What follows belongs to an exercise in optimizing a design on an open flow for small area; a production flow would make more cautious choices.
At most, simulation tests tie the RTL to the original design; equivalence was not proved.
The RTL of run 3 was laid out without a check of its function.
No driver is modelled on the clock port, so clocking that relies on it looks cheaper here than on a real chip.
Power and IR drop assume default switching activity.

File: flow/config.mk
export PLATFORM = sky130hd
export DESIGN_NAME = hexapod
export DESIGN_NICKNAME = hexapod
export VERILOG_FILES = /design/flow/design.v
export SDC_FILE = /design/flow/constraint.sdc
export NUM_CORES = 4
export LEC_CHECK = 0
export CAP_MARGIN = 20
export CORE_MARGIN = 2
export CORE_UTILIZATION = 65
export SLEW_MARGIN = 20
File: flow/flow/pre_cts.tcl
set dir [file dirname [info script]]
source [file join $dir downsize.tcl]
source [file join $dir clkbuf.tcl]
split_clock_buffers sky130_fd_sc_hd__buf_4 3
estimate_parasitics -placement
repair_design
File: flow/flow/downsize.tcl
# Swap every logic cell to the smallest-area cell of the same family
# (same function and pins, other drive strength), then repair slew/cap.
proc area_downsize {} {
  set db [ord::get_db]
  set block [ord::get_db_block]
  set n 0
  foreach inst [$block getInsts] {
    set m [$inst getMaster]
    set name [$m getName]
    if {![regexp {^(sky130_fd_sc_hd__[a-z0-9]+)_([0-9]+)$} $name -> base drv]} { continue }
    if {[regexp {tap|fill|decap|conb|clkbuf|clkdly|dly|df|dl|sdf|edf|lpflow|probe} $base]} { continue }
    set best $m
    set barea [expr {[$m getWidth] * [$m getHeight]}]
    foreach d {0 1 2 4 6 8 12 16} {
      set c [$db findMaster ${base}_$d]
      if {$c == "NULL" || $c == ""} { continue }
      set a [expr {[$c getWidth] * [$c getHeight]}]
      if {$a < $barea} { set best $c; set barea $a }
    }
    if {$best != $m} {
      replace_cell [$inst getName] [$best getName]
      incr n
    }
  }
  puts "area_downsize: swapped $n cells"
}
area_downsize
File: flow/design.v
`timescale 1ns / 1ps
module guanjie(
    input z,
    input bw,
    input lo,
    input lt,
    output pos,
    output neg
    );
assign pos = z & (bw | lo | lt);
assign neg = z & (bw | (lo & ~lt));
endmodule
`timescale 1ns / 1ps
module hexapod(
    input CLK,
    input rst,
    output zu11,
    output zu12,
    output zu13,
    output zu21,
    output zu22,
    output zu23,
    output zu31,
    output zu32,
    output zu33,
    output zu41,
    output zu42,
    output zu43,
    output zu51,
    output zu52,
    output zu53,
    output zu61,
    output zu62,
    output zu63,
    output [2:0] servo_en
    );
reg [7:0]  P;
reg [6:0]  L;
reg [5:0]  H;
reg [3:0]  c;
reg        nr;
reg        d;
reg        h;
wire p_end = ~P[6] & P[5] & P[4] & ~P[3] & ~P[2] & P[1] & P[0];
wire l_end = L[6] & L[5] & L[4] & L[3] & L[2];                   
wire h_end = H[5] & H[2] & H[1] & H[0];                          
wire b_end = p_end & l_end;
wire g_adv = b_end & h_end;
wire c_top = ~d & c[3] & c[1] & c[0];                             
always @ (posedge CLK or posedge rst)
begin
	if (rst)
	begin
		P  <= 8'd206;
		L  <= 7'd63;
		H  <= 6'd0;
		c  <= 4'd15;
		nr <= 1'b0;
		d  <= 1'b1;
		h  <= 1'b1;
	end
	else
	begin
		P <= {P[6:0], P[7] ^ P[2] ^ p_end};
		if (p_end)
		begin
			if (l_end)
				L <= 7'd0;
			else
				L <= L + 7'd1;
		end
		if (b_end)
		begin
			if (h_end)
				H <= 6'd0;
			else
				H <= H + 6'd1;
		end
		if (g_adv)
		begin
			if (c_top)
			begin
				c[3] <= 1'b0;                    
				d    <= 1'b1;
			end
			else
			begin
				c <= c + 4'd1;
				if (d & (&c))                    
				begin
					d  <= 1'b0;
					h  <= ~h;
					nr <= 1'b1;
				end
			end
		end
	end
end
wire       grp = ~|H[5:2];
wire       blk = H[1] & H[0];
wire       z  = grp & (blk | H[1] | H[0] | L[6]);
wire       bw = ~blk;
wire       lo = ~L[6];
wire [5:0] e  = L[5:0] ^ {6{~L[6]}};             
wire [3:0] qh = c ^ {4{d}};
wire [4:0] q = {qh, nr};
wire lt1  = e < {1'b0, q};
wire lt2  = e < {q, 1'b0};
wire lt25 = e < 6'd25;
wire sel  = ~(h ^ d);                            
wire cu = sel ? lt1 : lt25;
wire cv = sel ? lt25 : lt1;
wire pa, pd, wb, wc, we, wf;
guanjie jb(.z(z), .bw(bw), .lo(lo), .lt(cu),  .pos(wb), .neg(wc));
guanjie je(.z(z), .bw(bw), .lo(lo), .lt(cv),  .pos(we), .neg(wf));
guanjie ja(.z(z), .bw(bw), .lo(lo), .lt(lt2), .pos(pa), .neg(pd));
wire wa = h ? pa : pd;
wire wd = h ? pd : pa;
assign zu11 = wa;
assign zu41 = wa;
assign zu31 = wa;
assign zu61 = wa;
assign zu21 = wd;
assign zu51 = wd;
assign zu12 = wb;
assign zu32 = wb;
assign zu53 = wb;
assign zu13 = wc;
assign zu33 = wc;
assign zu52 = wc;
assign zu22 = we;
assign zu43 = we;
assign zu63 = we;
assign zu23 = wf;
assign zu42 = wf;
assign zu62 = wf;
assign servo_en = 3'b111;
endmodule
File: flow/flow/clkbuf.tcl
# Drive the clock sinks from k clock buffers fed directly by the clock port,
# each buffer placed at the centroid of its group of sinks (groups are
# contiguous in x).
proc split_clock_buffers {cell k} {
  set db [ord::get_db]
  set block [ord::get_db_block]
  set clk [$block findNet CLK]
  set master [$db findMaster $cell]
  set sinks {}
  foreach it [$clk getITerms] {
    set loc [[$it getInst] getLocation]
    lappend sinks [list [lindex $loc 0] [lindex $loc 1] $it]
  }
  set sinks [lsort -integer -index 0 $sinks]
  set n [llength $sinks]
  for {set g 0} {$g < $k} {incr g} {
    set lo [expr {$g * $n / $k}]
    set hi [expr {($g + 1) * $n / $k - 1}]
    set inst [odb::dbInst_create $block $master clkbuf_root_$g]
    set net [odb::dbNet_create $block clknet_root_$g]
    $net setSigType CLOCK
    set sx 0; set sy 0; set m 0
    foreach s [lrange $sinks $lo $hi] {
      set it [lindex $s 2]
      set sx [expr {$sx + [lindex $s 0]}]; set sy [expr {$sy + [lindex $s 1]}]; incr m
      $it disconnect
      $it connect $net
    }
    [$inst findITerm A] connect $clk
    [$inst findITerm X] connect $net
    $inst setLocation [expr {$sx / $m}] [expr {$sy / $m}]
    $inst setPlacementStatus PLACED
    set_cts_config -skip_nets [get_nets clknet_root_$g]
    puts "split_clock_buffers: $cell $g drives $m sinks"
  }
}
File: flow/standard.sh
#!/bin/bash
# synth_recipe.tcl (not shown) runs the flow's synth.tcl, then flattens the netlist and writes it again
# the make line also repeats each setting of config.mk as NAME=value (left out here)
make -C /OpenROAD-flow-scripts/flow DESIGN_CONFIG=/design/flow/config.mk WORK_HOME=/design/flow/orfs CLKGATE_MAP_FILE= SYNTH_SCRIPT=/design/flow/synth_recipe.tcl "${@:-finish}"
File: flow/constraint.sdc
create_clock -name core_clock -period 20.0 [get_ports {CLK}]
set_input_delay 4.0000 -clock core_clock [delete_from_list [all_inputs] [get_ports {CLK}]]
set_output_delay 4.0000 -clock core_clock [all_outputs]
set_load 0.01 [all_outputs]
File: flow/flow/run.sh
#!/bin/bash
# The standard layout (standard.sh, ORFS) with changes aimed at cell
# area: 1x port buffers; before CTS, logic cells moved to their smallest
# drive strength and the clock sinks split over three buffers fed by the
# clock port (TritonCTS then skips those nets). Each tool's output is in
# flow.log and orfs/logs/.
export BUFFER_PORTS_ARGS="-buffer_cell sky130_fd_sc_hd__buf_1"
export CTS_ARGS="-sink_clustering_enable -dont_use_dummy_load"
export PRE_CTS_TCL=$PWD/flow/pre_cts.tcl
bash standard.sh > flow.log 2>&1
==> PnR_summary.wiki, run 1 <==
{| class="wikitable"
! Metric !! Value
|-
| RSZ-0062 raised after global routing || false
|-
| Syn_area_per_cell || between 9 and 10 um^2
|-
| Final #Nets || about 210
|-
| All-Layer GR Usage || 23.54%
|-
| Slew margin rel. || 33.52%
|-
| Cell leakage power || 0.7048 nW
|-
| Fill cell total of the finished layout || 232
|-
| Worst Hold Class || reg -> reg
|-
| Type of origin of the critical path || flop
|-
| Routed length per placed instance || ~15 um
|-
| Detail Placement HPWL || between 2000 and 2500 um
|-
| Instance count of the mapped netlist || 187
|-
| Critical path arrival || 2820 ps
|-
| Number of placed cells counting well taps || 218
|-
| Transition time of the tightest slew-check pin || 989.6 ps
|-
| Post-synth EDFFs || 0
|-
| Smallest setup slack after layout || 13,180 ps
|-
| Number of buffers inserted by post-CTS setup repair || 0
|-
| Main area contributors after synthesis || sky130_fd_sc_hd__dfstp_2 (25%), sky130_fd_sc_hd__dfrtp_1 (15%), sky130_fd_sc_hd__ha_1 (6.9%)
|-
| Maximum number of pins on one net before global-route repair || 29
|-
| Primary FF master, synth || sky130_fd_sc_hd__dfstp_2
|-
| Clock skew || between 10 and 15 ps
|-
| Post-route non-filler standard cell count || around 230
|-
| Worst Setup End Kind || primary output
|-
| Final hold vios || 0
|-
| First-iteration detailed-routing DRC count || 48
|-
| Crit path kind || reg -> out
|-
| Cell with the most instances after synthesis || sky130_fd_sc_hd__dfstp_2
|-
| Wire length of the first global-routing pass || between 5000 and 6000 um
|-
| First-pass iteration count of the detailed router || 4
|-
| Final setup violating endpoints || 0
|-
| Wire length reported by the detailed router || about 3400 um
|-
| Achievable frequency || 146.6 MHz
|-
| Cts bufs inserted || 3
|-
| Clock insertion delay at the later pin of the skew report || ~400 ps
|-
| # resized after CTS || 0
|-
| Antenna diode count || 0
|-
| Count of final max-slew check failures || 0
|-
| Power per cell area || 51.36 nW/um^2
|-
| Uppermost signal routing layer after detailed routing || met4
|-
| Antenna violations before repair || 0
|-
| WP depth || 7
|-
| Vias || 1,353
|-
| Chip Width || 56.80 um
|-
| Die Height || between 50 and 60 um
|-
| Share of layout cells above drive strength 1 || 13.85%
|-
| CP max stage delay || 640 ps
|-
| Final GP Congestion || 0.8913
|-
| Bufs and invs on worst path || 1
|-
| Sequential share of the synthesized area || 39.85%
|-
| Critical path, cell by cell || xnor2_1, ha_1, a2111oi_0, o21ai_0, and3b_1, nor3_1, buf_1
|-
| Worst hold path stage count || 0
|-
| Sequential cell area || 721.9 um^2
|-
| Outcome || complete, no violations
|-
| CP top delay family || flip-flops
|-
| Cell type with the largest total area after synthesis || sky130_fd_sc_hd__dfstp_2
|-
| Number of cells on the worst reg-to-reg path || 7
|-
| Die area || 3226 um^2
|-
| Post-route clock period utilization || 34.10%
|-
| Share of flip-flops with an asynchronous set or reset after synthesis || 100.0%
|-
| Mapped Area || 1812 um^2
|-
| Max-cap check violation count || 0
|-
| CTS tree || done
|-
| Final total negative setup slack || 0 ps
|-
| Via count of the first global-routing pass || approximately 1,400
|-
| Num rows || 19
|-
| Count of boundary I/O pins || 23
|-
| Leading post-synthesis cells by instance count || sky130_fd_sc_hd__dfstp_2 (17), sky130_fd_sc_hd__buf_4 (16), sky130_fd_sc_hd__nand2_1 (15), sky130_fd_sc_hd__o21ai_0 (15), sky130_fd_sc_hd__xnor2_1 (14)
|-
| P&R area growth vs syn || -1.243%
|-
| Number of warning messages in the yosys log || 1
|-
| Peak fanout along the critical path || 13
|-
| Overall power consumption || around 92 uW
|-
| DR WL met3 || 161 um
|-
| Area fraction of the dominant cell type after synthesis || between 20 and 25%
|-
| DRT met1 WL || around 1500 um
|-
| Total area of multi-input combinational cells || 858.3 um^2
|-
| Standard cell core area || 2710 um^2
|-
| Number of buffers inserted for hold repair after clock tree synthesis || 0
|-
| Port Buf Inserts || 19
|-
| Number of distinct library cells after synthesis || 45
|-
| Clock transition at the register clock pins on the worst setup and hold paths after CTS || 110 ps
|-
| Cell with the biggest individual delay on the critical path || sky130_fd_sc_hd__dfrtp_1
|-
| Remaining number of nets flagged by the antenna check after routing || 0
|-
| Flops & latches, synth || 28
|-
| Met2 wire length || roughly 1600 um
|-
| Effective utilization at floorplan || 66.85%
|-
| Total gr overflow || 0
|-
| Period minus WS final || 6821 ps
|-
| Post-DR vias/cell || 5.987
|-
| Worst setup slack before clock tree synthesis || 13,640 ps
|-
| Residual DRC || 0
|-
| VDD IR max || 0.00007215 V
|-
| WP data required || between 15,000 and 20,000 ps
|}
[metal layers]
metal,up-vias,GRT usage (%)
met5,-,0
li1,659,-
met4,0,11.63
met3,9,5.530
met2,39,38.70
met1,646,28.85
[sequential cells by signal, summed over array words and instances, names as in the netlist]
register  count
L             7
d             1
h             1
P             8
nr            1
H             6
c             4
[logic make-up after synthesis]
logic type / count (synthesis) / share of synthesized area, %
simple gates: 61 / 19.34
compound gates: 35 / 12.02
buf+inv: 30 / 10.84
flops: 28 / 39.85
xor+xnor: 20 / 9.669
fa+ha+maj: 10 / 6.906
mux: 2 / 1.174
other cells: 1 / 0.2070
[worst paths after layout]
kind                       start  endpoint  slack (ps)
min reg2reg                 P[6]      P[7]         370
min in group asynchronous    rst      P[0]        3610
min                         P[6]      P[7]         370
max in group asynchronous    rst      c[1]       15810
max                         L[6]      zu61       13180
max reg2reg                 L[6]         h       16640
[per-stage QoR]
step,util [%],area (um^2),hold slack [ps]
finish,66.02,1789,374.0
global route,66.02,1789,380.2
CTS,65.47,1774,375.0
detailed placement,65.19,1767,363.2
global placement,65.19,1767,354.7
floorplan,-,1819,350.6
[cell type report, clock buffers not listed]
type / count / area share (%)
multi-input combinational: 131 / 47.97
sequential: 28 / 40.35
timing repair buffer: 21 / 5.105
tap: 31 / 2.168
inverter: 9 / 1.888
buffer: 3 / 1.259
[cell usage in the layout, fill, tap and decap left out, drive strengths merged, types with 2 or more instances in the layout]
cell,n
a21oi,5
and2,2
and3,3
buf,23
clkbuf,4
conb,3
dfrtp,11
dfstp,17
ha,10
inv,9
nand2,15
nand3,10
nand4,5
nor2,9
nor3,8
nor4,2
o211ai,2
o21ai,15
o22ai,3
o31a,2
or4,2
xnor2,14
xor2,6
[worst register-to-register path, cell delays in order, from the launching register on]
cell                       delay (ps)
sky130_fd_sc_hd__dfrtp_1          640
sky130_fd_sc_hd__ha_1             320
sky130_fd_sc_hd__nand4_1          210
sky130_fd_sc_hd__nor4_1           660
sky130_fd_sc_hd__clkbuf_2         300
sky130_fd_sc_hd__nand3_1          330
sky130_fd_sc_hd__or4_1            670
sky130_fd_sc_hd__xnor2_1          160
[where the power goes]
group	internal, mW	switching (mW)	leakage, nW
Sequential	0.0568	0	0.329
Clock	0.0145	0.0189	0.0282
Combinational	0.000324	0.00136	0.348
Total	0.0716	0.0203	0.705
==> inputs of run 2 (changes only) <==
--- a/flow/flow/clkbuf.tcl
+++ b/flow/flow/clkbuf.tcl
@@ -13,4 +13,5 @@
   }
   set sinks [lsort -integer -index 0 $sinks]
+  set skip [list CLK]
   set n [llength $sinks]
   for {set g 0} {$g < $k} {incr g} {
@@ -31,6 +32,8 @@
     $inst setLocation [expr {$sx / $m}] [expr {$sy / $m}]
     $inst setPlacementStatus PLACED
-    set_cts_config -skip_nets [get_nets clknet_root_$g]
+    lappend skip clknet_root_$g
     puts "split_clock_buffers: $cell $g drives $m sinks"
   }
+  # TritonCTS leaves these nets as they are
+  set_cts_config -skip_nets $skip
 }
--- a/flow/flow/downsize.tcl
+++ b/flow/flow/downsize.tcl
@@ -10,4 +10,10 @@
     if {![regexp {^(sky130_fd_sc_hd__[a-z0-9]+)_([0-9]+)$} $name -> base drv]} { continue }
     if {[regexp {tap|fill|decap|conb|clkbuf|clkdly|dly|df|dl|sdf|edf|lpflow|probe} $base]} { continue }
+    # leave drivers of large fanout as sized
+    set fo 0
+    foreach it [$inst getITerms] {
+      if {[$it isOutputSignal] && [$it getNet] != "NULL"} { set fo [llength [[$it getNet] getITerms]] }
+    }
+    if {$fo > 8} { continue }
     set best $m
     set barea [expr {[$m getWidth] * [$m getHeight]}]
--- a/flow/flow/pre_cts.tcl
+++ b/flow/flow/pre_cts.tcl
@@ -4,3 +4,3 @@
 split_clock_buffers sky130_fd_sc_hd__buf_4 3
 estimate_parasitics -placement
-repair_design
+
==> PnR_summary.wiki, run 2 <==
{| class="wikitable"
! Metric !! Value
|-
| Num rows || 19 (unchanged)
|-
| Achievable frequency || 152.5 MHz (+4.1%)
|-
| Final total negative setup slack || 0 ps (unchanged)
|-
| Final hold vios || 0 (unchanged)
|-
| Mux contribution to synthesized area || 1.174% (unchanged)
|-
| First-pass iteration count of the detailed router || 4 (unchanged)
|-
| Count of final max-slew check failures || 0 (unchanged)
|-
| Leading post-synthesis cells by instance count || sky130_fd_sc_hd__dfstp_2 (17), sky130_fd_sc_hd__buf_4 (16), sky130_fd_sc_hd__nand2_1 (15), sky130_fd_sc_hd__o21ai_0 (15), sky130_fd_sc_hd__xnor2_1 (14)
|-
| Power per cell area || 45.61 nW/um^2 (-11%)
|-
| Leading cell types in the layout, fill and taps excluded || sky130_fd_sc_hd__buf_1 (19), sky130_fd_sc_hd__dfstp_2 (17), sky130_fd_sc_hd__nand2_1 (15), sky130_fd_sc_hd__o21ai_0 (15), sky130_fd_sc_hd__xnor2_1 (14)
|-
| Period minus WS final || 6555 ps (-265.5 ps)
|-
| Via count of the first global-routing pass || 1,334 (-2.9%)
|-
| Clock skew || 28.77 ps (+16.26 ps)
|-
| Chip Width || 56.80 um (unchanged)
|-
| Antenna violations before repair || 0 (unchanged)
|-
| Outcome || complete, no violations
|-
| Remaining number of nets flagged by the antenna check after routing || 0 (unchanged)
|-
| Share of layout cells above drive strength 1 || 13.09% (-0.76 points)
|-
| # resized after CTS || 0 (unchanged)
|-
| Peak fanout along the critical path || 13 (unchanged)
|-
| Sequential share of the synthesized area || 39.85% (unchanged)
|-
| Start point of the critical path || L[6]
|-
| Instance count of the mapped netlist || 187 (unchanged)
|-
| Synthesized-area fraction occupied by xor and xnor cells || 9.669% (unchanged)
|-
| Die area || 3226 um^2 (unchanged)
|-
| Standard cell area after detailed placement || 1767 um^2 (unchanged)
|-
| Total gr overflow || 0 (unchanged)
|-
| Count of boundary I/O pins || 23 (unchanged)
|-
| Final GP Congestion || 0.8913 (unchanged)
|-
| Share of the synthesized area in compound gates (AO/OA/AOI/OAI) || 12.02% (unchanged)
|-
| Post-route clock period utilization || 32.78% (-1.3 points)
|-
| Standard cell core area || 2710 um^2 (unchanged)
|-
| Simple-gate share of the synthesized area || 19.34% (unchanged)
|-
| Vias || 1,324 (-2.1%)
|-
| Wire length reported by the detailed router || 3233 um (-3.5%)
|-
| Syn_area_per_cell || 9.688 um^2 (unchanged)
|-
| Routed length per placed instance || 14.56 um (-1.8%)
|-
| Overall power consumption || 81.27 uW (-12%)
|-
| Register with the highest flop count || P
|-
| Type of origin of the critical path || flop
|-
| Cell leakage power || 0.6865 nW (-2.6%)
|-
| Wire length of the first global-routing pass || 5837 um (-2.1%)
|-
| Cell type with the largest total area after synthesis || sky130_fd_sc_hd__dfstp_2
|-
| Post-synth EDFFs || 0 (unchanged)
|-
| RSZ-0062 raised after global routing || false
|-
| Critical path, cell by cell || xnor2_1, ha_1, a2111oi_0, o21ai_0, and3b_1, nor3_1, buf_1
|-
| Primary FF master, synth || sky130_fd_sc_hd__dfstp_2
|-
| Maximum number of pins on one net before global-route repair || 29 (unchanged)
|-
| Number of buffers inserted for hold repair after clock tree synthesis || 0 (unchanged)
|-
| Transition time of the tightest slew-check pin || 1023 ps (+33.47 ps)
|-
| Slew margin rel. || 31.27% (-2.2 points)
|-
| Crit path kind || reg -> out
|-
| Final setup violating endpoints || 0 (unchanged)
|-
| Cell with the biggest individual delay on the critical path || sky130_fd_sc_hd__dfrtp_1
|-
| Main area contributors after synthesis || sky130_fd_sc_hd__dfstp_2 (25%), sky130_fd_sc_hd__dfrtp_1 (15%), sky130_fd_sc_hd__ha_1 (6.9%)
|-
| Share of flip-flops with an asynchronous set or reset after synthesis || 100.0% (unchanged)
|-
| CP max stage delay || 640 ps (about the same)
|-
| Sequential cell area || 721.9 um^2 (unchanged)
|-
| Top Registers || P x8, L x7, H x6
|-
| P&R area growth vs syn || -1.657%
|-
| Detail Placement HPWL || 2452 um (unchanged)
|-
| Flops & latches, synth || 28 (unchanged)
|-
| Critical path arrival || 2560 ps (-260 ps)
|-
| Residual DRC || 0 (unchanged)
|-
| VDD IR max || 0.00006414 V (-11%)
|-
| All-Layer GR Usage || 21.85% (-1.7 points)
|-
| Worst Hold Class || reg -> reg
|-
| Clock transition at the register clock pins on the worst setup and hold paths after CTS || 110 ps (about the same)
|-
| Port Buf Inserts || 19 (unchanged)
|-
| Cell with the most instances after synthesis || sky130_fd_sc_hd__dfstp_2
|-
| Effective utilization at floorplan || 66.85% (unchanged)
|-
| WP data required || 16,000 ps (about the same)
|-
| Commonest non-fill, non-tap cell in the layout || sky130_fd_sc_hd__buf_1
|-
| Flip-flop count of the largest register, all copies and words added || 8 (unchanged)
|-
| Number of distinct library cells after synthesis || 45 (unchanged)
|-
| Final #Nets || 205 (-1.9%)
|-
| Startpoint of the worst register-to-register path || L[6]
|-
| Share of synthesized cell area in full adder, half adder and majority cells || 6.906% (unchanged)
|-
| Fill cell total of the finished layout || 228 (-1.7%)
|-
| Antenna diode count || 0 (unchanged)
|-
| Number of warning messages in the yosys log || 1 (unchanged)
|-
| Final instance area || 1782 um^2 (-0.42%)
|-
| Post-DR vias/cell || 5.964 (-0.38%)
|-
| Number of buffers inserted by post-CTS setup repair || 0 (unchanged)
|-
| Max-cap check violation count || 0 (unchanged)
|-
| Mapped Area || 1812 um^2 (unchanged)
|-
| Total area of multi-input combinational cells || 878.3 um^2 (+2.3%)
|-
| Final core utilization || 65.74% (-0.28 points)
|-
| Critical hold path startpoint || P[6]
|-
| Worst Setup End Kind || primary output
|-
| Die Height || 56.80 um (unchanged)
|-
| Clock insertion delay at the later pin of the skew report || 150 ps (-250 ps)
|-
| First-iteration detailed-routing DRC count || 51 (+6.3%)
|-
| Dominant combinational cell family by area after synthesis || simple AND/OR/NAND/NOR gates
|-
| Area fraction of the dominant cell type after synthesis || 24.65% (unchanged)
|}
-- run 2: cell type report --
class                   count  area share (%)
flip-flops and latches     28           40.52
plain buffers               3           1.264
well taps                  31           2.177
repair buffers             20           4.846
inverters                   9           1.896
multi-input cells         131           49.30
-- run 2: power breakdown --
group,switching (mW),internal (mW)
logic,0.00137,0.000324
registers,0,0.0568
clock network,0.0149,0.00789
total,0.0163,0.0650
-- run 2: path summary, 6_finish.rpt --
kind / to / slack, ps / cells past startpoint
min reg2reg: P[7] / 370 / 0
max reg2reg: h / 16970 / 6
min in group asynchronous: H[2] / 3870 / 2
max: zu61 / 13440 / 7
min: P[7] / 370 / 0
max in group asynchronous: c[1] / 15520 / 3
-- run 2: worst max-delay path: cells and delay by family (launching register included) --
family	cells	cell delay [ps]
fa+ha+maj	1	240
compound gates	2	560
buf+inv	1	200
flops	1	640
simple gates	2	590
xor+xnor	1	190
-- run 2: kinds of logic after synthesis --
group | Yosys count
simple gates | 61
compound gates | 35
buf+inv | 30
flops | 28
xor+xnor | 20
fa+ha+maj | 10
mux | 2
other cells | 1
-- run 2: through the flow --
| stage | hold WS, ps | cells | setup slack, ps |
|---|---|---|---|
| finish | 373.1 | 222 | 13440 |
| global placement | 354.7 | 218 | 13770 |
| detailed placement | 363.2 | 218 | 13640 |
| global route | 380.1 | 222 | 13040 |
| CTS | 362.3 | 221 | 13640 |
| floorplan | 350.6 | 189 | 13570 |
-- run 2: per-layer routing --
layer / up-vias / GRT usage, % / wire length [um]
met2: 36 / 37.87 / 1589
met5: - / 0 / 0
met4: 0 / 5.980 / 62
met3: 6 / 2.074 / 136
li1: 650 / - / -
met1: 632 / 29.14 / 1445
==> inputs of run 3 (changes only) <==
--- a/flow/design.v
+++ b/flow/design.v
@@ -39,7 +39,7 @@
 reg [5:0]  H;
 reg [3:0]  c;
-reg        nr;
 reg        d;
 reg        h;
+wire       nr = d | ~(c[3] & c[2]);
 wire p_end = ~P[6] & P[5] & P[4] & ~P[3] & ~P[2] & P[1] & P[0];
 wire l_end = L[6] & L[5] & L[4] & L[3] & L[2];                   
@@ -47,5 +47,5 @@
 wire b_end = p_end & l_end;
 wire g_adv = b_end & h_end;
-wire c_top = ~d & c[3] & c[1] & c[0];                             
+wire c_top = ~d & c[3] & ~c[2] & c[1] & c[0];                    
 always @ (posedge CLK or posedge rst)
 begin
@@ -56,7 +56,6 @@
 		H  <= 6'd0;
 		c  <= 4'd15;
-		nr <= 1'b0;
-		d  <= 1'b1;
-		h  <= 1'b1;
+		d  <= 1'b0;
+		h  <= 1'b0;
 	end
 	else
@@ -91,5 +90,4 @@
 					d  <= 1'b0;
 					h  <= ~h;
-					nr <= 1'b1;
 				end
 			end
@@ -105,6 +103,6 @@
 wire [3:0] qh = c ^ {4{d}};
 wire [4:0] q = {qh, nr};
-wire lt1  = e < {1'b0, q};
-wire lt2  = e < {q, 1'b0};
+wire lt1  = nr & (e < {1'b0, q});
+wire lt2  = nr & (e < {q, 1'b0});
 wire lt25 = e < 6'd25;
 wire sel  = ~(h ^ d);                            
==> PnR_summary.wiki, run 3 <==
{| class="wikitable"
! Metric !! Value
|-
| RSZ-0062 raised after global routing || false
|-
| Clock skew || 23.61 ps (-5.155 ps)
|-
| Post-DR vias/cell || 5.856 (-1.8%)
|-
| Cell type with the largest total area after synthesis || sky130_fd_sc_hd__dfstp_2
|-
| Sequential cell area || 694.4 um^2 (-3.8%)
|-
| Achievable frequency || 150.2 MHz (-1.5%)
|-
| Residual DRC || 0 (unchanged)
|-
| Clock transition at the register clock pins on the worst setup and hold paths after CTS || 100 ps (about the same)
|-
| Share of layout cells above drive strength 1 || 12.04% (-1.0 points)
|-
| Instance count of the mapped netlist || 193 (+3.2%)
|-
| All-Layer GR Usage || 21.62% (-0.23 points)
|-
| First-pass iteration count of the detailed router || 5 (+1)
|-
| P&R area growth vs syn || -5.113%
|-
| Wire length reported by the detailed router || 3155 um (-2.4%)
|-
| Final hold vios || 0 (unchanged)
|-
| Via count of the first global-routing pass || 1,291 (-3.2%)
|-
| Critical path, cell by cell || inv_1, ha_1, ha_1, o221ai_1, o21ai_0, nor2_1, or3_1, a21oi_1, buf_1
|-
| Fill cell total of the finished layout || 235 (+3.1%)
|-
| Standard cell core area || 2758 um^2 (+1.8%)
|-
| Bufs and invs on worst path || 2 (+1)
|-
| Antenna violations before repair || 0 (unchanged)
|-
| Worst Hold Class || reg -> reg
|-
| Final setup violating endpoints || 0 (unchanged)
|-
| Mapped Area || 1884 um^2 (+4.0%)
|-
| WP data required || 16,000 ps (about the same)
|-
| Critical path arrival || 2660 ps (+100 ps)
|-
| Transition time of the tightest slew-check pin || 911.2 ps (-111.9 ps)
|-
| Num rows || 19 (unchanged)
|-
| Final GP Congestion || 0.8950 (+0.42%)
|-
| Count of boundary I/O pins || 23 (unchanged)
|-
| Die Height || 57.84 um (+1.8%)
|-
| Total gr overflow || 0 (unchanged)
|-
| Worst setup slack before clock tree synthesis || 13,540 ps (-101.1 ps)
|-
| Type of origin of the critical path || flop
|-
| Primary FF master, synth || sky130_fd_sc_hd__dfstp_2
|-
| First-iteration detailed-routing DRC count || 56 (+9.8%)
|-
| Peak fanout along the critical path || 11 (-2)
|-
| Area fraction of the dominant cell type after synthesis || 20.92% (-3.7 points)
|-
| Period minus WS final || 6656 ps (+100.9 ps)
|-
| Remaining number of nets flagged by the antenna check after routing || 0 (unchanged)
|-
| Vias || 1,300 (-1.8%)
|-
| Leading cell types in the layout, fill and taps excluded || sky130_fd_sc_hd__nor2_1 (19), sky130_fd_sc_hd__buf_1 (19), sky130_fd_sc_hd__dfstp_2 (15), sky130_fd_sc_hd__dfrtp_1 (12), sky130_fd_sc_hd__xnor2_1 (12)
|-
| Syn_area_per_cell || 9.763 um^2 (+0.77%)
|-
| Post-route clock period utilization || 33.28% (+0.50 points)
|-
| Detail Placement HPWL || 2391 um (-2.5%)
|-
| Number of buffers inserted for hold repair after clock tree synthesis || 0 (unchanged)
|-
| Cell occurring most often along the worst timing path || sky130_fd_sc_hd__ha_1
|-
| Routed length per placed instance || 14.21 um (-2.4%)
|-
| Chip Width || 57.84 um (+1.8%)
|-
| Port Buf Inserts || 19 (unchanged)
|-
| Number of buffers inserted by post-CTS setup repair || 0 (unchanged)
|-
| Total area of multi-input combinational cells || 923.4 um^2 (+5.1%)
|-
| Post-synth EDFFs || 0 (unchanged)
|-
| Sequential share of the synthesized area || 36.85% (-3.0 points)
|-
| Effective utilization at floorplan || 68.33% (+1.5 points)
|-
| Wire length of the first global-routing pass || 5871 um (+0.58%)
|-
| Final #Nets || 205 (unchanged)
|-
| Final total negative setup slack || 0 ps (unchanged)
|-
| Number of warning messages in the yosys log || 1 (unchanged)
|-
| Share of flip-flops with an asynchronous set or reset after synthesis || 100.0% (unchanged)
|-
| Die area || 3345 um^2 (+3.7%)
|-
| Flops & latches, synth || 27 (-3.6%)
|-
| Smallest setup slack after layout || 13,340 ps (-100.9 ps)
|-
| Leading post-synthesis cells by instance count || sky130_fd_sc_hd__nor2_1 (19), sky130_fd_sc_hd__buf_4 (16), sky130_fd_sc_hd__dfstp_2 (15), sky130_fd_sc_hd__dfrtp_1 (12), sky130_fd_sc_hd__xnor2_1 (12)
|-
| Crit path kind || reg -> out
|-
| Max-cap check violation count || 0 (unchanged)
|-
| Power per cell area || 43.78 nW/um^2 (-4.0%)
|-
| Count of final max-slew check failures || 0 (unchanged)
|-
| CP max stage delay || 610 ps (-30 ps)
|-
| VDD IR max || 0.00005030 V (-22%)
|-
| Clock insertion delay at the later pin of the skew report || 140 ps (about the same)
|-
| Worst Setup End Kind || primary output
|-
| Flip-flop count of the largest register, all copies and words added || 8 (unchanged)
|-
| Slew margin rel. || 38.88% (+7.6 points)
|-
| Antenna diode count || 0 (unchanged)
|-
| Register with the highest flop count || P
|-
| Worst reg-to-reg setup slack || 16,980 ps (about the same)
|-
| Outcome || complete, no violations
|-
| Cell with the most instances after synthesis || sky130_fd_sc_hd__nor2_1
|-
| Cell with the biggest individual delay on the critical path || sky130_fd_sc_hd__dfrtp_1
|-
| Maximum number of pins on one net before global-route repair || 28 (-3.4%)
|-
| Cell leakage power || 0.7481 nW (+9.0%)
|-
| Main area contributors after synthesis || sky130_fd_sc_hd__dfstp_2 (21%), sky130_fd_sc_hd__dfrtp_1 (16%), sky130_fd_sc_hd__ha_1 (6.6%)
|-
| # resized after CTS || 0 (unchanged)
|-
| Top Registers || P x8, L x7, H x6
|-
| CP top delay family || adder cells
|-
| Number of distinct library cells after synthesis || 54 (+20%)
|}
==> run 3: logic make-up after synthesis <==
kind of cell               count (synthesis)  synth area share [%]
DFF                                       27                 36.85
and+or+nand+nor                           59                 19.26
AOI/OAI and AO/OA                         34                 12.62
other                                      1                0.1990
xor gates and xnor gates                  22                 10.23
muxes                                      4                 2.523
buffers and inverters                     36                 11.69
adders and majority gates                 10                 6.640
==> run 3: layout make-up <==
| class | count | area share [%] |
|---|---|---|
| inverters | 10 | 2.099 |
| repair buffers | 19 | 3.989 |
| multi-input cells | 132 | 51.64 |
| plain buffers | 3 | 1.260 |
| flip-flops and latches | 27 | 38.84 |
| well taps | 31 | 2.169 |
==> run 3: power breakdown <==
group          switching, mW  internal [mW]  total [mW]  leakage (nW)
Sequential                 0         0.0547      0.0547         0.322
Combinational        0.00125      0.0000598     0.00131         0.411
Clock                 0.0143        0.00788      0.0222        0.0144
Total                 0.0156         0.0627      0.0783         0.748
==> run 3: final timing paths <==
check / from / end / cells after the start
worst max-delay path: d / zu33 / 9
worst min-delay path: P[4] / P[5] / 0
worst max register to register: L[6] / c[2] / 7
worst min register to register: P[4] / P[5] / 0
max in group asynchronous: rst / H[5] / 2
min in group asynchronous: rst / h / 2
==> run 3: layer usage <==
layer	track usage (%)	part of all wire [%]	vias up
met2	37.50	47	35
met3	1.563	4.3	7
met5	0	0	-
met4	3.322	1.6	0
li1	-	-	651
met1	30.47	47	607
==> run 3: through the flow <==
stage	util (%)	std cells	instance area, um^2	total power [mW]	hold WS [ps]
finish	64.84	222	1788	0.07828	373.1
global route	64.84	222	1788	0.08095	383.6
CTS	64.84	222	1788	0.07302	362.3
detailed placement	65.97	219	1819	0.05705	363.9
global placement	65.97	219	1819	0.05699	367.0
floorplan	-	195	1892	0.05712	354.1
==> inputs of run 4 (changes only) <==
--- a/flow/design.v
+++ b/flow/design.v
@@ -43,57 +43,56 @@
 wire       nr = d | ~(c[3] & c[2]);
 wire p_end = ~P[6] & P[5] & P[4] & ~P[3] & ~P[2] & P[1] & P[0];
-wire l_end = L[6] & L[5] & L[4] & L[3] & L[2];                   
-wire h_end = H[5] & H[2] & H[1] & H[0];                          
-wire b_end = p_end & l_end;
-wire g_adv = b_end & h_end;
-wire c_top = ~d & c[3] & ~c[2] & c[1] & c[0];                    
+wire [7:0] lc;                                   
+assign lc[0] = p_end;
+genvar i;
+generate
+	for (i = 0; i < 7; i = i + 1) begin : lcar
+		assign lc[i+1] = lc[i] & L[i];
+	end
+endgenerate
+wire       l_wrap = lc[7];
+wire [6:0] lt = {lc[6:2], lc[1:0] & {2{~l_wrap}}};
+wire [6:0] hc;
+assign hc[0] = l_wrap;
+generate
+	for (i = 0; i < 6; i = i + 1) begin : hcar
+		assign hc[i+1] = hc[i] & H[i];
+	end
+endgenerate
+wire       g_adv = hc[6];
+wire [5:0] ht = {hc[5], hc[4:3] & {2{~g_adv}}, hc[2:0]};
+wire       c_top = ~d & c[3] & ~c[2] & c[1] & c[0];
+wire [4:0] cc;
+assign cc[0] = g_adv;
+generate
+	for (i = 0; i < 4; i = i + 1) begin : ccar
+		assign cc[i+1] = cc[i] & c[i];
+	end
+endgenerate
+wire [3:0] ct = {cc[3] | (g_adv & c_top), cc[2:0] & {3{~c_top}}};
+wire       dt = (g_adv & c_top) | (cc[4] & d);
+wire       ht_ = cc[4] & d;
 always @ (posedge CLK or posedge rst)
 begin
 	if (rst)
 	begin
-		P  <= 8'd206;
-		L  <= 7'd63;
-		H  <= 6'd0;
-		c  <= 4'd15;
-		d  <= 1'b0;
-		h  <= 1'b0;
+		P <= 8'd206;
+		L <= 7'd63;
+		H <= 6'd60;
+		c <= 4'd15;
+		d <= 1'b0;
+		h <= 1'b0;
 	end
 	else
 	begin
 		P <= {P[6:0], P[7] ^ P[2] ^ p_end};
-		if (p_end)
-		begin
-			if (l_end)
-				L <= 7'd0;
-			else
-				L <= L + 7'd1;
-		end
-		if (b_end)
-		begin
-			if (h_end)
-				H <= 6'd0;
-			else
-				H <= H + 6'd1;
-		end
-		if (g_adv)
-		begin
-			if (c_top)
-			begin
-				c[3] <= 1'b0;                    
-				d    <= 1'b1;
-			end
-			else
-			begin
-				c <= c + 4'd1;
-				if (d & (&c))                    
-				begin
-					d  <= 1'b0;
-					h  <= ~h;
-				end
-			end
-		end
+		L <= L ^ lt;
+		H <= H ^ ht;
+		c <= c ^ ct;
+		d <= d ^ dt;
+		h <= h ^ ht_;
 	end
 end
-wire       grp = ~|H[5:2];
+wire       grp = H[5] & H[4] & H[3] & H[2];
 wire       blk = H[1] & H[0];
 wire       z  = grp & (blk | H[1] | H[0] | L[6]);
==> flow/flow/run.sh (replaced) <==
#!/bin/bash
# The standard layout (standard.sh, ORFS) with changes aimed at cell
# area:
#  1. after the standard synthesis, its combinational logic is mapped again
#     by ABC with an area script (resyn.tcl, area.abc); flip-flops and tie
#     cells keep their instances, names and types;
#  2. 1x port buffers;
#  3. before CTS, logic cells moved to their smallest drive strength and the
#     clock sinks split over three buffers fed by the clock port (TritonCTS
#     then skips those nets).
# Each tool's output is in flow.log, resyn.log and orfs/logs/.
set -euo pipefail
export BUFFER_PORTS_ARGS="-buffer_cell sky130_fd_sc_hd__buf_1"
export CTS_ARGS="-sink_clustering_enable -dont_use_dummy_load"
export PRE_CTS_TCL=$PWD/flow/pre_cts.tcl
bash standard.sh synth > flow_synth.log 2>&1
R=$PWD/orfs/results/$FLOW_PLATFORM/hexapod/base
P=$FLOW_HOME/platforms/$FLOW_PLATFORM
cp $R/1_2_yosys.v $R/1_2_yosys_standard.v
export RESYN_LIB=$P/lib/sky130_fd_sc_hd__tt_025C_1v80.lib
export RESYN_IN=$R/1_2_yosys_standard.v
export RESYN_OUT=$R/1_2_yosys_resyn.v
export RESYN_SCRIPT=$PWD/flow/area.abc
export RESYN_KEEP="$(grep -o 'sky130_fd_sc_hd__df[a-z0-9_]*\|sky130_fd_sc_hd__conb_1' $RESYN_IN | sort -u | tr '\n' ' ')"
export RESYN_DONT_USE="$(sed -n '/DONT_USE_CELLS += /,/^$/p' $P/config.mk | grep -o 'sky130_fd_sc_hd__[a-z0-9_]*' | tr '\n' ' ')"
YOSYS=$(dirname $FLOW_HOME)/tools/install/yosys/bin/yosys
$YOSYS -c flow/resyn.tcl > resyn.log 2>&1
# keep the top module only
awk '/^module hexapod\(/{p=1} p{print} p&&/^endmodule/{p=0}' $RESYN_OUT > $R/1_2_yosys.v
touch $R/1_2_yosys.v
bash standard.sh finish > flow.log 2>&1
==> flow/flow/area.abc (new file) <==
strash
&get -n
&deepsyn -T 30
&put
dch -f
amap
&get -n
&st
&dch
&nf -R 1000
&put
--- a/flow/flow/downsize.tcl
+++ b/flow/flow/downsize.tcl
@@ -1,4 +1,4 @@
 # Swap every logic cell to the smallest-area cell of the same family
-# (same function and pins, other drive strength), then repair slew/cap.
+# (same function and pins, other drive strength).
 proc area_downsize {} {
   set db [ord::get_db]
@@ -15,5 +15,4 @@
       if {[$it isOutputSignal] && [$it getNet] != "NULL"} { set fo [llength [[$it getNet] getITerms]] }
     }
-    if {$fo > 8} { continue }
     set best $m
     set barea [expr {[$m getWidth] * [$m getHeight]}]
@@ -22,5 +21,9 @@
       if {$c == "NULL" || $c == ""} { continue }
       set a [expr {[$c getWidth] * [$c getHeight]}]
-      if {$a < $barea} { set best $c; set barea $a }
+      # smallest area; among equal areas the strongest; large-fanout
+      # drivers only move to a stronger cell of the same area
+      if {$fo > 8 && $a > $barea} { continue }
+      if {$fo > 8 && $a < $barea} { continue }
+      if {$a <= $barea} { set best $c; set barea $a }
     }
     if {$best != $m} {
==> flow/flow/resyn.tcl (new file) <==
# Re-map the combinational logic of the standard synthesis netlist for
# area. Flip-flops and tie cells keep their instances, names and types.
yosys -import
set lib $::env(RESYN_LIB)
set in $::env(RESYN_IN)
set out $::env(RESYN_OUT)
set script $::env(RESYN_SCRIPT)
read_liberty -ignore_miss_func $lib
read_verilog -defer $in
hierarchy -top hexapod
# cells to keep as they are
foreach m [list {*}[split $::env(RESYN_KEEP) " "]] { setattr -mod -set keep_hierarchy 1 $m }
flatten
# the inlined cells leave wires named cell.pin: give them internal names
yosys rename -hide w:*.*
opt_clean -purge
set dont_use {}
foreach c [split $::env(RESYN_DONT_USE) " "] { if {$c ne ""} { lappend dont_use -dont_use $c } }
abc -liberty $lib {*}$dont_use -script $script
opt_clean -purge
hilomap -singleton -hicell sky130_fd_sc_hd__conb_1 HI -locell sky130_fd_sc_hd__conb_1 LO
insbuf -buf sky130_fd_sc_hd__buf_4 A X
opt_clean -purge
stat -liberty $lib
write_verilog -noattr -noexpr -nohex -nodec -selected $out
--- a/flow/config.mk
+++ b/flow/config.mk
@@ -7,5 +7,5 @@
 export LEC_CHECK = 0
 export CAP_MARGIN = 20
-export CORE_MARGIN = 2
-export CORE_UTILIZATION = 65
+export CORE_AREA = 2 2 60 60
+export DIE_AREA = 0 0 62 62
 export SLEW_MARGIN = 20
==> PnR_summary.wiki, run 4 <==
{| class="wikitable"
! Metric !! Value
|-
| Cell leakage power || 0.6006 nW (-20%)
|-
| Critical hold path startpoint || P[6]
|-
| Number of cells on the worst reg-to-reg path || 9 (+2)
|-
| Power per cell area || 51.47 nW/um^2 (+18%)
|-
| P&R area growth vs syn || 3.431%
|-
| Standard cell area after detailed placement || 1490 um^2 (-18%)
|-
| Residual DRC || 0 (unchanged)
|-
| End of the worst register-to-register path || h
|-
| Worst hold path endpoint || P[7]
|-
| Die area || 3844 um^2 (+15%)
|-
| Post-DR vias/cell || 4.967 (-15%)
|-
| Number of buffers inserted by post-CTS setup repair || 0 (unchanged)
|-
| Fraction of power consumed by combinational cells || 1.7% (about the same)
|-
| Maximum number of pins on one net before global-route repair || 28 (unchanged)
|-
| Type of origin of the critical path || flop
|-
| Transition time of the tightest slew-check pin || 943.7 ps (+32.50 ps)
|-
| Clock transition at the register clock pins on the worst setup and hold paths after CTS || 100 ps (about the same)
|-
| First-iteration detailed-routing DRC count || 36 (-36%)
|-
| Clock skew || 18.51 ps (-5.102 ps)
|-
| Routed length per placed instance || 11.65 um (-18%)
|-
| Vias || 1,038 (-20%)
|-
| Port Buf Inserts || 19 (unchanged)
|-
| Effective utilization at floorplan || 44.42% (-24 points)
|-
| WP data required || 16,000 ps (about the same)
|-
| Max-cap check violation count || 0 (unchanged)
|-
| Instance count of the mapped netlist || 153 (-21%)
|-
| Crit path kind || reg -> out
|-
| Hold Slack || 372.8 ps (-0.2110 ps)
|-
| RSZ-0062 raised after global routing || false
|-
| VDD IR max || 0.00006672 V (+33%)
|-
| Wire length of the first global-routing pass || 3843 um (-35%)
|-
| Switch Pwr || 14.95 uW (-4.1%)
|-
| Number of warning messages in the yosys log || 1 (unchanged)
|-
| Die Height || 62 um (+7.2%)
|-
| Worst Setup End Kind || primary output
|-
| Commonest non-fill, non-tap cell in the layout || sky130_fd_sc_hd__nor2_1
|-
| Detail Placement HPWL || 1837 um (-23%)
|-
| Antenna violations before repair || 0 (unchanged)
|-
| Share of layout cells above drive strength 1 || 15.34% (+3.3 points)
|-
| Count of boundary I/O pins || 23 (unchanged)
|-
| Clock insertion delay at the later pin of the skew report || 140 ps (about the same)
|-
| First-pass iteration count of the detailed router || 4 (-1)
|-
| Period minus WS final || 6536 ps (-120.5 ps)
|-
| Slew margin rel. || 36.70% (-2.2 points)
|-
| Total gr overflow || 0 (unchanged)
|-
| Flip-flop count of the largest register, all copies and words added || 8 (unchanged)
|-
| Remaining number of nets flagged by the antenna check after routing || 0 (unchanged)
|-
| All-Layer GR Usage || 12.77% (-8.8 points)
|-
| Count of final max-slew check failures || 0 (unchanged)
|-
| Antenna diode count || 0 (unchanged)
|-
| Final hold vios || 0 (unchanged)
|-
| Fraction of power consumed by sequential logic || 70.5% (+0.6 points)
|-
| Register with the highest flop count || P
|-
| Achievable frequency || 153.0 MHz (+1.8%)
|-
| Mapped Area || 1459 um^2 (-23%)
|-
| Outcome || complete, no violations
|-
| Final #Nets || 167 (-19%)
|-
| Final instance area || 1509 um^2 (-16%)
|-
| Startpoint of the worst register-to-register path || P[1]
|-
| Final setup violating endpoints || 0 (unchanged)
|-
| Final GP Congestion || 0.8626 (-3.6%)
|-
| Internal portion of total power || 62.72 uW (about the same)
|-
| Standard cell core area || 3284 um^2 (+19%)
|-
| Via count of the first global-routing pass || 886 (-31%)
|-
| Wire length reported by the detailed router || 2435 um (-23%)
|-
| Final core utilization || 45.94% (-19 points)
|-
| Number of buffers inserted for hold repair after clock tree synthesis || 0 (unchanged)
|-
| Net Sw Frac || 19.25% (-0.67 points)
|-
| Num rows || 21 (+2)
|-
| Worst reg-to-reg setup slack || 16,950 ps (-30 ps)
|-
| Leading cell types in the layout, fill and taps excluded || sky130_fd_sc_hd__nor2_1 (22), sky130_fd_sc_hd__buf_1 (20), sky130_fd_sc_hd__dfstp_2 (19), sky130_fd_sc_hd__a21oi_1 (17), sky130_fd_sc_hd__xnor2_1 (10)
|-
| Fill cell total of the finished layout || 330 (+40%)
|-
| Top Registers || P x8, L x7, H x6
|-
| Worst Hold Class || reg -> reg
|-
| Chip Width || 62 um (+7.2%)
|-
| Critical path arrival || 2540 ps (-120 ps)
|-
| Peak fanout along the critical path || 7 (-4)
|-
| Post-route clock period utilization || 32.68% (-0.60 points)
|-
| Final total negative setup slack || 0 ps (unchanged)
|-
| Syn_area_per_cell || 9.535 um^2 (-2.3%)
|-
| Clock share of power || 27.7% (-0.7 points)
|-
| # resized after CTS || 0 (unchanged)
|-
| Worst hold path stage count || 0 (unchanged)
|}
-- run 4: worst max-delay path by stage --
stage,start,endpoint,slack [ps]
finish,L[1],zu63,13460
global route,L[1],zu43,13210
CTS,L[1],zu22,13650
detailed placement,L[1],zu22,13650
global placement,L[2],zu43,13690
floorplan,L[1],zu43,13680
-- run 4: worst max-delay path, stage by stage, from the launching register on --
cell and delay, ps:
sky130_fd_sc_hd__dfstp_2 610, sky130_fd_sc_hd__xor2_1 260, sky130_fd_sc_hd__nor2_1 80, sky130_fd_sc_hd__a21oi_1 160
sky130_fd_sc_hd__mux2i_1 200, sky130_fd_sc_hd__o21ai_1 80, sky130_fd_sc_hd__maj3_1 370, sky130_fd_sc_hd__mux2i_1 140
sky130_fd_sc_hd__nand2_1 80, sky130_fd_sc_hd__a21oi_1 230, sky130_fd_sc_hd__buf_1 180
-- run 4: power groups by stage --
stage | Combinational (mW) | Clock (mW) | Sequential (mW)
finish | 0.00135 | 0.0215 | 0.0548
global route | 0.00160 | 0.0244 | 0.0548
CTS | 0.00141 | 0.0160 | 0.0557
detailed placement | 0.00141 | 0 | 0.0557
global placement | 0.00137 | 0 | 0.0557
floorplan | 0.00146 | 0 | 0.0557
-- run 4: per-layer routing --
metal  global-route usage [%]  up-vias  wire (um)
met1                    18.46      500       1179
met4                   0.6079        0         10
met3                    1.035        2         44
met5                        0        -          0
met2                    22.02        9       1201
li1                         -      527          -
-- run 4: cell type report --
class | count | area (um^2) | share of cell area [%]
Sequential cell | 27 | 699.4 | 46.35
Tap cell | 46 | 57.56 | 3.814
Inverter | 3 | 11.26 | 0.7463
Multi-Input combinational cell | 110 | 643.1 | 42.62
Buffer | 3 | 22.52 | 1.493
Timing Repair Buffer | 20 | 75.07 | 4.975
-- run 4: per-stage QoR --
stage	power (mW)	setup WS, ps	instances
2_1_floorplan	0.05713	13680	155
5_1_grt	0.08083	13210	209
4_1_cts	0.07306	13650	209
3_3_place_gp	0.05704	13690	206
3_5_place_dp	0.05708	13650	206
6_report	0.07767	13460	209
==> inputs of run 5 (changes only) <==
--- a/flow/design.v
+++ b/flow/design.v
@@ -36,11 +36,14 @@
     );
 reg [7:0]  P;
-reg [6:0]  L;
-reg [5:0]  H;
-reg [3:0]  c;
+reg [6:0]  Lr;
+reg [5:0]  Hr;
+wire [6:0] L = Lr ^ 7'd63;
+wire [5:0] H = Hr ^ 6'd60;
+reg [3:0]  cr;
+wire [3:0] c = ~cr;
 reg        d;
 reg        h;
 wire       nr = d | ~(c[3] & c[2]);
-wire p_end = ~P[6] & P[5] & P[4] & ~P[3] & ~P[2] & P[1] & P[0];
+wire p_end = ~P[6] & ~P[5] & P[4] & P[3] & ~P[2] & ~P[1] & P[0];
 wire [7:0] lc;                                   
 assign lc[0] = p_end;
@@ -77,8 +80,8 @@
 	if (rst)
 	begin
-		P <= 8'd206;
-		L <= 7'd63;
-		H <= 6'd60;
-		c <= 4'd15;
+		P <= 8'd132;
+		Lr <= 7'd0;
+		Hr <= 6'd0;
+		cr <= 4'd0;
 		d <= 1'b0;
 		h <= 1'b0;
@@ -86,8 +89,8 @@
 	else
 	begin
-		P <= {P[6:0], P[7] ^ P[2] ^ p_end};
-		L <= L ^ lt;
-		H <= H ^ ht;
-		c <= c ^ ct;
+		P <= {P[6:0], ~(P[7] ^ P[4]) ^ p_end};
+		Lr <= Lr ^ lt;
+		Hr <= Hr ^ ht;
+		cr <= cr ^ ct;
 		d <= d ^ dt;
 		h <= h ^ ht_;
==> flow/flow/pre_cts.tcl (replaced) <==
set dir [file dirname [info script]]
source [file join $dir downsize.tcl]
source [file join $dir tie.tcl]
source [file join $dir clkbuf.tcl]
split_clock_buffers sky130_fd_sc_hd__buf_4 3
estimate_parasitics -placement
==> flow/flow/tie.tcl (new file) <==
# Drive all constant-1 ports from one tie cell (floorplan gives each port a
# tie cell of its own).
proc merge_tie_cells {} {
  set block [ord::get_db_block]
  set keep ""
  set n 0
  foreach inst [$block getInsts] {
    if {[[$inst getMaster] getName] ne "sky130_fd_sc_hd__conb_1"} { continue }
    set hi [[$inst findITerm HI] getNet]
    set lo [[$inst findITerm LO] getNet]
    if {$lo ne "NULL" || $hi eq "NULL"} { continue }
    if {[llength [$hi getITerms]] != 1} { continue }
    if {$keep eq ""} { set keep $hi; continue }
    foreach bt [$hi getBTerms] { $bt connect $keep }
    odb::dbInst_destroy $inst
    odb::dbNet_destroy $hi
    incr n
  }
  puts "merge_tie_cells: removed $n"
}
merge_tie_cells
==> PnR_summary.wiki, run 5 <==
{| class="wikitable"
! Metric !! Value
|-
| Outcome || complete, no violations
|-
| WP data required || 16,000 ps (about the same)
|-
| Worst hold path endpoint || P[6]
|-
| Standard cell core area || 3284 um^2 (unchanged)
|-
| Count of boundary I/O pins || 23 (unchanged)
|-
| RSZ-0062 raised after global routing || false
|-
| Share of layout cells above drive strength 1 || 4.430% (-11 points)
|-
| Final setup violating endpoints || 0 (unchanged)
|-
| # resized after CTS || 0 (unchanged)
|-
| Detail Placement HPWL || 1726 um (-6.1%)
|-
| Final hold vios || 0 (unchanged)
|-
| Number of warning messages in the yosys log || 1 (unchanged)
|-
| Antenna diode count || 0 (unchanged)
|-
| Flip-flop count of the largest register, all copies and words added || 8 (unchanged)
|-
| Chip Width || 62 um (unchanged)
|-
| Critical hold path startpoint || P[5]
|-
| First-iteration detailed-routing DRC count || 44 (+22%)
|-
| Via count of the first global-routing pass || 891 (+0.56%)
|-
| CP max stage delay || 610 ps (about the same)
|-
| Slew margin rel. || 37.25% (+0.55 points)
|-
| Critical path, cell by cell || xor2_1, nand2_1, a221oi_1, nor2_1, a221oi_1, nor2_1, nand3_1, nor2_1, nor2_1, buf_1
|-
| Vias || 1,015 (-2.2%)
|-
| Top Registers || P x8, Lr x7, Hr x6
|-
| Effective utilization at floorplan || 43.73% (-0.69 points)
|-
| Hold Slack || 378.4 ps (+5.524 ps)
|-
| Cell occurring most often along the worst timing path || sky130_fd_sc_hd__nor2_1
|-
| Die area || 3844 um^2 (unchanged)
|-
| Die Height || 62 um (unchanged)
|-
| Cell with the biggest individual delay on the critical path || sky130_fd_sc_hd__dfrtp_1
|-
| Number of cells on the worst reg-to-reg path || 11 (+2)
|-
| Number of buffers inserted by post-CTS setup repair || 0 (unchanged)
|-
| Period minus WS final || 6189 ps (-347.0 ps)
|-
| Worst hold path stage count || 0 (unchanged)
|-
| Remaining number of nets flagged by the antenna check after routing || 0 (unchanged)
|-
| Type of origin of the critical path || flop
|-
| Clock transition at the register clock pins on the worst setup and hold paths after CTS || 80 ps (-20 ps)
|-
| Maximum number of pins on one net before global-route repair || 28 (unchanged)
|-
| Register with the highest flop count || P
|-
| Power per cell area || 52.04 nW/um^2 (+1.1%)
|-
| First-pass iteration count of the detailed router || 4 (unchanged)
|-
| Worst reg-to-reg setup slack || 16,570 ps (-380 ps)
|-
| Final GP Congestion || 0.7350 (-15%)
|-
| VDD IR max || 0.00004480 V (-33%)
|-
| Peak fanout along the critical path || 12 (+5)
|-
| Routed length per placed instance || 11.50 um (-1.3%)
|-
| P&R area growth vs syn || 2.700%
|-
| Max-cap check violation count || 0 (unchanged)
|-
| Critical path arrival || 2190 ps (-350 ps)
|-
| Transition time of the tightest slew-check pin || 935.4 ps (-8.267 ps)
|-
| Leading cell types in the layout, fill and taps excluded || sky130_fd_sc_hd__dfrtp_1 (25), sky130_fd_sc_hd__buf_1 (19), sky130_fd_sc_hd__nand2_1 (18), sky130_fd_sc_hd__nor2_1 (17), sky130_fd_sc_hd__xnor2_1 (11)
|-
| Clock insertion delay at the later pin of the skew report || 130 ps (about the same)
|-
| Syn_area_per_cell || 9.512 um^2 (-0.24%)
|-
| Crit path kind || reg -> out
|-
| Final total negative setup slack || 0 ps (unchanged)
|-
| Startpoint of the worst register-to-register path || P[5]
|-
| Wire length of the first global-routing pass || 3891 um (+1.2%)
|-
| Antenna violations before repair || 0 (unchanged)
|-
| Total gr overflow || 0 (unchanged)
|-
| Number of buffers inserted for hold repair after clock tree synthesis || 0 (unchanged)
|-
| Worst Setup End Kind || primary output
|-
| Commonest non-fill, non-tap cell in the layout || sky130_fd_sc_hd__dfrtp_1
|-
| Count of final max-slew check failures || 0 (unchanged)
|-
| Fill cell total of the finished layout || 348 (+5.5%)
|-
| Wire length reported by the detailed router || 2346 um (-3.7%)
|-
| Post-route clock period utilization || 30.94% (-1.7 points)
|-
| Final #Nets || 162 (-3.0%)
|-
| Post-DR vias/cell || 4.975 (+0.18%)
|-
| End of the worst register-to-register path || h
|-
| Residual DRC || 0 (unchanged)
|-
| All-Layer GR Usage || 12.89% (+0.12 points)
|-
| Port Buf Inserts || 19 (unchanged)
|-
| Num rows || 21 (unchanged)
|-
| Instance count of the mapped netlist || 151 (-1.3%)
|-
| Worst Hold Class || reg -> reg
|-
| Clock skew || 12.45 ps (-6.059 ps)
|-
| Achievable frequency || 161.6 MHz (+5.6%)
|-
| Mapped Area || 1436 um^2 (-1.5%)
|-
| Cell leakage power || 0.6863 nW (+14%)
|}
run 5: per-layer routing:
layer | track usage [%] | wire length, um | up-vias
li1 | - | - | 517
met1 | 17.10 | 1109 | 473
met2 | 23.51 | 1123 | 23
met3 | 1.242 | 90 | 2
met4 | 1.216 | 24 | 0
met5 | 0 | 0 | -
run 5: power breakdown:
part | internal (mW) | switching (mW)
sequential | 0.0546 | 0
combinational | 0.0000597 | 0.00131
clock | 0.00786 | 0.0129
run 5: final cells by class:
type	count	area (um^2)	share of cell area [%]
flip-flops and latches	27	678.2	45.97
multi-input cells	108	641.9	43.51
repair buffers	19	71.32	4.835
well taps	46	57.56	3.902
plain buffers	3	22.52	1.527
inverters	1	3.754	0.2545
run 5: worst max-delay path: cells and delay by family (launching register included):
family | cells | cell delay [ps]
AOI/OAI and AO/OA | 2 | 470
xor gates and xnor gates | 1 | 220
buffers and inverters | 1 | 170
DFF | 1 | 610
and+or+nand+nor | 6 | 590
run 5: worst max-delay path by stage:
stage	start	end	slack (ps)	cells past startpoint
after floorplan	Lr[6]	zu31	14020	10
after global routing	Lr[6]	zu31	13440	10
after global placement	Lr[6]	zu31	14040	10
after detailed placement	Lr[6]	zu41	13930	9
final	Lr[6]	zu41	13810	10
after CTS	Lr[6]	zu41	13940	10
run 5: through the flow:
stage | cell area, um^2 | std cells | utilization (%) | total power [mW] | setup slack [ps]
2_1_floorplan | 1444 | 153 | - | 0.05712 | 14020
3_3_place_gp | 1460 | 203 | 44.46 | 0.05701 | 14040
3_5_place_dp | 1460 | 203 | 44.46 | 0.05708 | 13930
4_1_cts | 1475 | 204 | 44.91 | 0.07304 | 13940
5_1_grt | 1475 | 204 | 44.91 | 0.08042 | 13440
6_report | 1475 | 204 | 44.91 | 0.07677 | 13810
==> inputs of run 6 (changes only) <==
==> flow/flow/run.sh (replaced) <==
#!/bin/bash
# The standard layout (standard.sh, ORFS) with changes aimed at cell
# area:
#  1. after the standard synthesis, its combinational logic is mapped again
#     by ABC with an area script (resyn.tcl, area.abc; three seeds, the
#     smallest kept); flip-flops and tie cells keep their instances, names
#     and types;
#  2. 1x port buffers;
#  3. before CTS, logic cells moved to their smallest drive strength and the
#     clock sinks split over three buffers fed by the clock port (TritonCTS
#     then skips those nets).
# Each tool's output is in flow_synth.log, flow.log, resyn_*.log and
# orfs/logs/.
set -euo pipefail
export BUFFER_PORTS_ARGS="-buffer_cell sky130_fd_sc_hd__buf_1"
export CTS_ARGS="-sink_clustering_enable -dont_use_dummy_load"
export PRE_CTS_TCL=$PWD/flow/pre_cts.tcl
bash standard.sh synth > flow_synth.log 2>&1
R=$PWD/orfs/results/$FLOW_PLATFORM/hexapod/base
P=$FLOW_HOME/platforms/$FLOW_PLATFORM
cp $R/1_2_yosys.v $R/1_2_yosys_standard.v
export RESYN_LIB=$P/lib/sky130_fd_sc_hd__tt_025C_1v80.lib
export RESYN_IN=$R/1_2_yosys_standard.v
export RESYN_KEEP="$(grep -o 'sky130_fd_sc_hd__df[a-z0-9_]*\|sky130_fd_sc_hd__conb_1' $RESYN_IN | sort -u | tr '\n' ' ')"
export RESYN_DONT_USE="$(sed -n '/DONT_USE_CELLS += /,/^$/p' $P/config.mk | grep -o 'sky130_fd_sc_hd__[a-z0-9_]*' | tr '\n' ' ')"
YOSYS=$(dirname $FLOW_HOME)/tools/install/yosys/bin/yosys
# three ABC runs with different seeds; the smallest result is used
for k in 1 2 3; do
  sed "s/&deepsyn -T 30/\&deepsyn -T 40 -S $k/" flow/area.abc > area_$k.abc
  RESYN_SCRIPT=$PWD/area_$k.abc RESYN_OUT=$R/1_2_yosys_resyn_$k.v $YOSYS -c flow/resyn.tcl > resyn_$k.log 2>&1 &
done
wait
best=""; barea=""
for k in 1 2 3; do
  a=$(grep "Chip area for top module" resyn_$k.log | grep -o "[0-9.]*$" || true)
  echo "resyn $k: $a" >> resyn_pick.log
  [[ -n "$a" ]] || continue
  if [[ -z "$best" ]] || awk -v a="$a" -v b="$barea" 'BEGIN { exit !(a < b) }'; then best=$k; barea=$a; fi
done
echo "picked $best" >> resyn_pick.log
# keep the top module only
awk '/^module hexapod\(/{p=1} p{print} p&&/^endmodule/{p=0}' $R/1_2_yosys_resyn_$best.v > $R/1_2_yosys.v
touch $R/1_2_yosys.v
bash standard.sh finish > flow.log 2>&1
==> PnR_summary.wiki, run 6 <==
{| class="wikitable"
! Metric !! Value
|-
| Outcome || complete, no violations
|-
| Achievable frequency || 160.1 MHz (-0.89%)
|-
| Port Buf Inserts || 19 (unchanged)
|-
| Startpoint of the worst register-to-register path || P[5]
|-
| Critical hold path startpoint || P[1]
|-
| End of the worst register-to-register path || h
|-
| Count of final max-slew check failures || 0 (unchanged)
|-
| Vias || 1,071 (+5.5%)
|-
| Final #Nets || 164 (+1.2%)
|-
| Max-cap check violation count || 0 (unchanged)
|-
| Post-DR vias/cell || 5.199 (+4.5%)
|-
| Share of layout cells above drive strength 1 || 5.000% (+0.57 points)
|-
| Type of origin of the critical path || flop
|-
| Syn_area_per_cell || 9.339 um^2 (-1.8%)
|-
| Final setup violating endpoints || 0 (unchanged)
|-
| Remaining number of nets flagged by the antenna check after routing || 0 (unchanged)
|-
| Standard cell core area || 3284 um^2 (unchanged)
|-
| Standard cell area after detailed placement || 1453 um^2 (-0.51%)
|-
| Routed length per placed instance || 12.39 um (+7.8%)
|-
| First-pass iteration count of the detailed router || 4 (unchanged)
|-
| Num rows || 21 (unchanged)
|-
| Total gr overflow || 0 (unchanged)
|-
| Power per cell area || 52.46 nW/um^2 (+0.79%)
|-
| Worst setup path end || zu41
|-
| Internal portion of total power || 62.52 uW (about the same)
|-
| Flip-flop count of the largest register, all copies and words added || 8 (unchanged)
|-
| Antenna diode count || 0 (unchanged)
|-
| Effective utilization at floorplan || 43.50% (-0.23 points)
|-
| Mapped Area || 1429 um^2 (-0.52%)
|-
| Fraction of power consumed by sequential logic || 70.9% (-0.2 points)
|-
| Commonest non-fill, non-tap cell in the layout || sky130_fd_sc_hd__dfrtp_1
|-
| Instance count of the mapped netlist || 153 (+1.3%)
|-
| Crit path kind || reg -> out
|-
| Residual DRC || 0 (unchanged)
|-
| Start point of the critical path || Lr[6]
|-
| RSZ-0062 raised after global routing || false
|-
| Detail Placement HPWL || 1914 um (+11%)
|-
| Critical path arrival || 2240 ps (+50 ps)
|-
| P&R area growth vs syn || 2.715% (about the same)
|-
| Final hold vios || 0 (unchanged)
|-
| Clock transition at the register clock pins on the worst setup and hold paths after CTS || 90 ps (about the same)
|-
| Top Registers || P x8, Lr x7, Hr x6
|-
| Leading cell types in the layout, fill and taps excluded || sky130_fd_sc_hd__dfrtp_1 (25), sky130_fd_sc_hd__buf_1 (19), sky130_fd_sc_hd__nor2_1 (17), sky130_fd_sc_hd__nand2_1 (16), sky130_fd_sc_hd__o21ai_1 (15)
|-
| Fraction of power consumed by combinational cells || 1.8% (about the same)
|-
| # resized after CTS || 0 (unchanged)
|-
| Period minus WS final || 6245 ps (+55.80 ps)
|-
| Worst Hold Class || reg -> reg
|-
| VDD IR max || 0.00004396 V (-1.9%)
|-
| Final GP Congestion || 0.7555 (+2.8%)
|-
| First-iteration detailed-routing DRC count || 47 (+6.8%)
|-
| Via count of the first global-routing pass || 860 (-3.5%)
|-
| Switch Pwr || 14.47 uW (+1.5%)
|-
| Chip Width || 62 um (unchanged)
|-
| Number of buffers inserted by post-CTS setup repair || 0 (unchanged)
|-
| Antenna violations before repair || 0 (unchanged)
|-
| Post-route clock period utilization || 31.22% (+0.28 points)
|-
| Wire length of the first global-routing pass || 3919 um (+0.72%)
|-
| Slew margin rel. || 36.74% (-0.52 points)
|-
| Cell leakage power || 0.6931 nW (+0.98%)
|-
| Clock skew || 14.89 ps (+2.434 ps)
|-
| Count of boundary I/O pins || 23 (unchanged)
|-
| Number of cells on the worst reg-to-reg path || 8 (-3)
|-
| Die area || 3844 um^2 (unchanged)
|-
| Clock insertion delay at the later pin of the skew report || 130 ps (about the same)
|-
| Number of buffers inserted for hold repair after clock tree synthesis || 0 (unchanged)
|-
| Final instance area || 1468 um^2 (-0.51%)
|-
| WP data required || 16,000 ps (about the same)
|-
| Wire length reported by the detailed router || 2553 um (+8.8%)
|-
| Worst Setup End Kind || primary output
|-
| Clock share of power || 27.3% (+0.2 points)
|-
| Smallest setup slack after layout || 13,760 ps (-55.80 ps)
|}
run 6: final cells by class:
class                      count  area [um^2]
buffer                         3        22.52
fill                         325         1817
inverter                       4        15.01
multi-input combinational    107        623.1
sequential                    27        678.2
tap                           46        57.56
timing repair buffer          19        71.32
run 6: power groups by stage:
stage          sequential, mW  combinational, mW  clock (mW)
6_report               0.0546            0.00138      0.0210
5_1_grt                0.0546            0.00169      0.0249
4_1_cts                0.0556            0.00144      0.0160
2_1_floorplan          0.0556            0.00149           0
3_5_place_dp           0.0556            0.00145           0
3_3_place_gp           0.0556            0.00139           0
run 6: critical path: stages (launching register included):
cell                       delay [ps]
sky130_fd_sc_hd__dfrtp_1          560
sky130_fd_sc_hd__clkinv_1         250
sky130_fd_sc_hd__a21oi_1          230
sky130_fd_sc_hd__a21oi_1          100
sky130_fd_sc_hd__a21oi_1          120
sky130_fd_sc_hd__o21ai_1           70
sky130_fd_sc_hd__o21ai_1           70
sky130_fd_sc_hd__nand2_1          110
sky130_fd_sc_hd__a211oi_1         410
sky130_fd_sc_hd__buf_1            200
run 6: metrics by stage:
stage | power [mW] | hold slack (ps) | instances
6_report | 0.07699 | 383.6 | 206
5_1_grt | 0.08119 | 399.2 | 206
4_1_cts | 0.07304 | 369.3 | 206
3_5_place_dp | 0.05708 | 363.4 | 205
3_3_place_gp | 0.05702 | 362.9 | 205
2_1_floorplan | 0.05712 | 345.4 | 155
run 6: metal layers:
metal	track usage (%)	vias up	share of wire (%)
li1	-	542	-
met2	24.11	29	49
met1	17.71	498	46
met5	0	-	0
met4	1.216	0	0.94
met3	1.242	2	4.1
run 6: worst min-delay path by stage:
| stage | endpoint | slack [ps] | cells past startpoint |
|---|---|---|---|
| 2_1_floorplan | P[6] | 350 | 0 |
| 3_3_place_gp | P[2] | 360 | 0 |
| 3_5_place_dp | P[4] | 360 | 0 |
| 4_1_cts | P[2] | 370 | 0 |
| 5_1_grt | P[2] | 400 | 0 |
| 6_report | P[2] | 380 | 0 |

Re-timed with assumed drivers on the ports (clkbuf_16 on the clock, buf_2 on other inputs), run 6 has 13.721 ns of setup slack against 13.756 ns with ideal ports, and 13.882 ns once port delays also move by the mid clock arrival of 0.161 ns.
